What follows belongs to an exercise in optimizing a design on an open flow for small area; a production flow would make more cautious choices. The RTL was checked by simulation tests, not by an equivalence proof against the original design.

## goertzel
module goertzel
#(
	parameter [31:0] bin_coeff = 32'd16413441
)
(
    input clk,
    input reset,
    input advance_in,
    input logic signed [23:0] input_sig,
    output logic signed [63:0] power,
    output logic advance
);
==> flow/config.mk <==
export PLATFORM = sky130hd
export DESIGN_NAME = goertzel
export DESIGN_NICKNAME = goertzel
export VERILOG_FILES = /design/flow/design.v
export SDC_FILE = /design/flow/constraint.sdc
export NUM_CORES = 4
export LEC_CHECK = 0
export CAP_MARGIN = 20
export CORE_MARGIN = 2
export CORE_UTILIZATION = 35
export CTS_BUF_LIST = sky130_fd_sc_hd__clkbuf_4
export SLEW_MARGIN = 20
==> flow/constraint.sdc <==
create_clock -name core_clock -period 40.0 [get_ports {clk}]
set_input_delay 8.0000 -clock core_clock [delete_from_list [all_inputs] [get_ports {clk}]]
set_output_delay 8.0000 -clock core_clock [all_outputs]
set_load 0.01 [all_outputs]
run.sh (not shown) runs the stock make flow with config.mk's settings and CLKGATE_MAP_FILE= SYNTH_SCRIPT=/design/flow/synth_recipe.tcl, a recipe that flattens the netlist after the stock synthesis.
The first run completed without violations.
Change:
- CORE_UTILIZATION: 35 -> 60
- CTS_CLUSTER_SIZE: default -> 20
Outcome: The changed run ran to the end with no violations; maximum frequency drops by 0.71%; count of clock-buffer cells in the layout came out lower by 4; utilization rises by 27 points; sequential cell count stays the same; wire length is lower by 3.4%; cell count is lower by about 10%; area after synthesis is unchanged; worst setup slack gets worse by 280 ps; via count grows by 1.8%.
Change:
- CORE_UTILIZATION: 60 -> 35
- CTS_BUF_LIST: sky130_fd_sc_hd__clkbuf_4 -> default
- CTS_CLUSTER_SIZE: 20 -> default
What happened: Setup slack stays flat. Core utilization fell by 26 points. Flip-flop and latch count does not change. Register-to-register slack hardly moves. Via count fell by 3.4%. Final area rose by 2.7%. Global-route usage fell by 17 points. Count of clock-buffer cells in the layout fell by 59.
Change:
==> flow/flow/run.sh (new file) <==
#!/bin/bash
# Layout flow: the standard flow (standard.sh) with two changes that keep
# the design, its registers and its constraints as they are:
#  1. after the standard synthesis, the combinational gates are mapped again
#     by ABC with an area-oriented script (remap.ys, remap.abc); the
#     flip-flops, full/half adders and tie cells stay as the standard
#     synthesis made them;
#  2. the input and output ports are buffered with buf_1 cells.
# Each tool's output goes to a log file of its own in this folder.
set -euo pipefail
here=$PWD
res=$here/orfs/results/sky130hd/goertzel/base
yosys_bin=/OpenROAD-flow-scripts/tools/install/yosys/bin/yosys

bash standard.sh synth > flow_1_synth.log 2>&1
cp "$res/1_2_yosys.v" "$here/std_1_2_yosys.v"
sed -e "s#@LIB@#$FLOW_HOME/platforms/sky130hd/lib/sky130_fd_sc_hd__tt_025C_1v80.lib#g" \
    -e "s#@IN@#$here/std_1_2_yosys.v#g" \
    -e "s#@OUT@#$res/1_2_yosys.v#g" \
    -e "s#@TMP@#$here/remap_tmp.v#g" -e "s#@ABC@#$here/flow/remap.abc#g" flow/remap.ys > remap_run.ys
"$yosys_bin" -s remap_run.ys > flow_2_remap.log 2>&1
rm -f "$res/1_synth.odb" "$res/1_synth.sdc"

export BUFFER_PORTS_ARGS="-buffer_cell sky130_fd_sc_hd__buf_1"
bash standard.sh > flow_3_layout.log 2>&1
==> flow/flow/remap.abc (new file) <==
&get -n
&st
&dch
&nf -R 1000
&put
topo
==> flow/flow/remap.ys (new file) <==
# Map the combinational gates of the standard synthesis again, for area.
# The flip-flops, full/half adders and tie cells are kept as they are.
read_liberty -ignore_miss_func @LIB@
blackbox sky130_fd_sc_hd__*df* sky130_fd_sc_hd__fa_* sky130_fd_sc_hd__ha_* sky130_fd_sc_hd__conb_*
read_verilog @IN@
hierarchy -check -top goertzel
flatten
opt -purge
abc -liberty @LIB@ -dont_use sky130_fd_sc_hd__probe* -dont_use sky130_fd_sc_hd__lpflow* -dont_use sky130_fd_sc_hd__clkdly* -dont_use sky130_fd_sc_hd__dlygate* -dont_use sky130_fd_sc_hd__dlymetal* -script @ABC@
opt_clean -purge
write_verilog -noattr -selected @TMP@
design -reset
read_liberty -lib @LIB@
read_verilog @TMP@
hierarchy -check -top goertzel
hilomap -singleton -hicell sky130_fd_sc_hd__conb_1 HI -locell sky130_fd_sc_hd__conb_1 LO
insbuf -buf sky130_fd_sc_hd__buf_4 A X
splitnets
opt_clean -purge
check -assert -mapped
tee -o remap_stat.txt stat -liberty @LIB@
write_verilog -noattr -nohex -nodec @OUT@
==> flow/standard.sh (new file) <==
#!/bin/bash
# synth_recipe.tcl (not shown) runs the flow's synth.tcl, then flattens the netlist and writes it again
# the make line also repeats each setting of config.mk as NAME=value (left out here)
make -C /OpenROAD-flow-scripts/flow DESIGN_CONFIG=/design/flow/config.mk WORK_HOME=/design/flow/orfs CLKGATE_MAP_FILE= SYNTH_SCRIPT=/design/flow/synth_recipe.tcl "${@:-finish}"
- CORE_UTILIZATION: 35 -> 60
- CTS_BUF_LIST: default -> sky130_fd_sc_hd__clkbuf_4
- CTS_CLUSTER_SIZE: default -> 20
removed: flow/run.sh
=> The changed run passed the timing, DRC and antenna checks; critical path depth increases by 3; register-to-register slack gets worse by 380 ps; design area decreases by 8.5%; global-route usage increases by 19 points; worst setup slack gets better by 27 ps; clock skew increases by 32 ps; sequential share of layout area increases by 2.3 points; cell count decreases by 12%; fmax is about the same.
Change:
--- a/flow/flow/run.sh
+++ b/flow/flow/run.sh
@@ -1,3 +1,3 @@
 #!/bin/bash
-# Layout flow: the standard flow (standard.sh) with two changes that keep
+# Layout flow: the standard flow (standard.sh) with three changes that keep
 # the design, its registers and its constraints as they are:
@@ -7,3 +7,4 @@
 #     synthesis made them;
-#  2. the input and output ports are buffered with buf_1 cells.
+#  2. the input and output ports are buffered with buf_1 cells;
+#  3. clock tree synthesis uses the buffers below and no dummy loads.
 # Each tool's output goes to a log file of its own in this folder.
@@ -24,2 +25,3 @@
 export BUFFER_PORTS_ARGS="-buffer_cell sky130_fd_sc_hd__buf_1"
+export CTS_ARGS="-sink_clustering_enable -repair_clock_nets -dont_use_dummy_load -buf_list sky130_fd_sc_hd__clkbuf_8 -sink_clustering_size 16 -sink_clustering_max_diameter 60"
 bash standard.sh > flow_3_layout.log 2>&1
==> flow/flow/remap.abc (replaced) <==
&get -n
&st
&deepsyn -T 60
&dch
&nf -R 1000
&put
topo
- CORE_UTILIZATION: 60 -> 50
- CTS_BUF_LIST: sky130_fd_sc_hd__clkbuf_4 -> default
- CTS_CLUSTER_SIZE: 20 -> default
- GPL_TIMING_DRIVEN: default -> 0
Outcome: Final area goes up by 1.3%; worst hold slack got worse by 11 ps; synthesized area went down by 2.1%; worst setup slack loses 340 ps; routed wire length came out higher by about 12%; fmax is lower by about 0.9%; via count barely changes; die area goes up by about 17%; critical path depth came out lower by 3.

* * *

## rev 12
Another version of the RTL of goertzel (not shown whole).
Size: ~1700 cells after synthesis, about 92 I/O pins, roughly 18000 µm² of cells after synthesis.
clock: 40.0 ns
lec_check: 0
cap_margin: 20
core_margin: 2
core_utilization: 50
slew_margin: 20
standard.sh (not shown) runs the stock make flow with config.mk's settings and CLKGATE_MAP_FILE= SYNTH_SCRIPT=/design/flow/synth_recipe.tcl, a recipe that flattens the netlist after the stock synthesis.
==> flow/flow/run.sh <==
#!/bin/bash
# Layout flow: the standard flow (standard.sh) with three changes that keep
# the design, its registers and its constraints as they are:
#  1. after the standard synthesis, the combinational gates are mapped again
#     by ABC with an area-oriented script (remap.ys, remap.abc); the
#     flip-flops, full/half adders and tie cells stay as the standard
#     synthesis made them;
#  2. the input and output ports are buffered with buf_1 cells;
#  3. clock tree synthesis uses the buffers below and no dummy loads.
# Each tool's output goes to a log file of its own in this folder.
set -euo pipefail
here=$PWD
res=$here/orfs/results/sky130hd/goertzel/base
yosys_bin=/OpenROAD-flow-scripts/tools/install/yosys/bin/yosys

bash standard.sh synth > flow_1_synth.log 2>&1
cp "$res/1_2_yosys.v" "$here/std_1_2_yosys.v"
sed -e "s#@LIB@#$FLOW_HOME/platforms/sky130hd/lib/sky130_fd_sc_hd__tt_025C_1v80.lib#g" \
    -e "s#@IN@#$here/std_1_2_yosys.v#g" \
    -e "s#@OUT@#$res/1_2_yosys.v#g" \
    -e "s#@TMP@#$here/remap_tmp.v#g" -e "s#@ABC@#$here/flow/remap.abc#g" flow/remap.ys > remap_run.ys
"$yosys_bin" -s remap_run.ys > flow_2_remap.log 2>&1
rm -f "$res/1_synth.odb" "$res/1_synth.sdc"

export BUFFER_PORTS_ARGS="-buffer_cell sky130_fd_sc_hd__buf_1"
export CTS_ARGS="-sink_clustering_enable -repair_clock_nets -dont_use_dummy_load -buf_list sky130_fd_sc_hd__clkbuf_4"
bash standard.sh > flow_3_layout.log 2>&1
==> flow/flow/remap.abc <==
&get -n
&st
&deepsyn -T 60
&dch
&nf -R 1000
&put
topo
==> flow/flow/remap.ys <==
# Map the combinational gates of the standard synthesis again, for area.
# The flip-flops, full/half adders and tie cells are kept as they are.
read_liberty -ignore_miss_func @LIB@
blackbox sky130_fd_sc_hd__*df* sky130_fd_sc_hd__fa_* sky130_fd_sc_hd__ha_* sky130_fd_sc_hd__conb_*
read_verilog @IN@
hierarchy -check -top goertzel
flatten
opt -purge
abc -liberty @LIB@ -dont_use sky130_fd_sc_hd__probe* -dont_use sky130_fd_sc_hd__lpflow* -dont_use sky130_fd_sc_hd__clkdly* -dont_use sky130_fd_sc_hd__dlygate* -dont_use sky130_fd_sc_hd__dlymetal* -script @ABC@
opt_clean -purge
write_verilog -noattr -selected @TMP@
design -reset
read_liberty -lib @LIB@
read_verilog @TMP@
hierarchy -check -top goertzel
hilomap -singleton -hicell sky130_fd_sc_hd__conb_1 HI -locell sky130_fd_sc_hd__conb_1 LO
insbuf -buf sky130_fd_sc_hd__buf_4 A X
splitnets
opt_clean -purge
check -assert -mapped
tee -o remap_stat.txt stat -liberty @LIB@
write_verilog -noattr -nohex -nodec @OUT@
Rev 12 was carried through to the last stage, and its layout satisfied the timing, DRC and antenna checks.
The following lists how rev 13 was set up differently from rev 12:
-- flow/flow/run.sh --
<<< rev 12, line 25
export BUFFER_PORTS_ARGS="-buffer_cell sky130_fd_sc_hd__buf_1"
export CTS_ARGS="-sink_clustering_enable -repair_clock_nets -dont_use_dummy_load -buf_list sky130_fd_sc_hd__clkbuf_4"
bash standard.sh > flow_3_layout.log 2>&1
>>> rev 13, line 25
export BUFFER_PORTS_ARGS="-buffer_cell sky130_fd_sc_hd__buf_1"
export CTS_ARGS="-sink_clustering_enable -repair_clock_nets -dont_use_dummy_load -buf_list sky130_fd_sc_hd__clkbuf_8 -sink_clustering_size 16 -sink_clustering_max_diameter 60"
bash standard.sh > flow_3_layout.log 2>&1
==> comparison <==
Layout-stage area growth over the synthesis result was lower in the run labelled rev 13.
Rev 12 has a higher combined global-route utilization of all metal layers than rev 13.
Sort rev 13 and rev 12 by routed via count divided by cell count, descending, and rev 13 comes first.

==> what the ideal ports hide <==
In the flow no input, the clock included, has a driving cell. The finished layouts below were timed again as built, in two steps.
Step 1, drivers: a clkbuf_16 drives clk and a buf_2 each remaining input, both assumed.
Step 2 adds t to the input delays and takes it off the output delays; t is the mean of the earliest and latest rising clock arrival at the registers after step 1. Input paths then give back, and output paths get back, about the clock's delay inside the block.
Slacks: ideal ports / drivers / drivers and shift; pairs: ideal ports / drivers.
run	shift t [ns]	setup WS [ns]	clock arrival spread, ns	worst register clock-pin slew, ns
the first run of note 1	0.857	1.414 / 1.442 / 0.585	0.049 / 0.049	0.08 / 0.08
the second run of note 1	0.831	1.138 / 1.160 / 0.329	0.038 / 0.038	0.08 / 0.08
the third run of note 1	0.611	1.136 / 1.167 / 0.556	0.017 / 0.017	0.06 / 0.06
the fourth run of note 1	0.834	1.163 / 1.194 / 0.360	0.050 / 0.049	0.08 / 0.08
the fifth run of note 1	0.678	0.823 / 0.839 / 0.161	0.056 / 0.055	0.10 / 0.10
rev 12	0.800	3.523 / 3.554 / 2.754	0.080 / 0.080	0.07 / 0.07
rev 13	0.663	3.433 / 3.462 / 2.798	0.057 / 0.057	0.11 / 0.11
After both steps setup and hold are still met in every run listed. For the first run of note 1, which loses most, drivers alone change the setup slack by +0.028 ns; drivers and shift together by -0.829 ns.
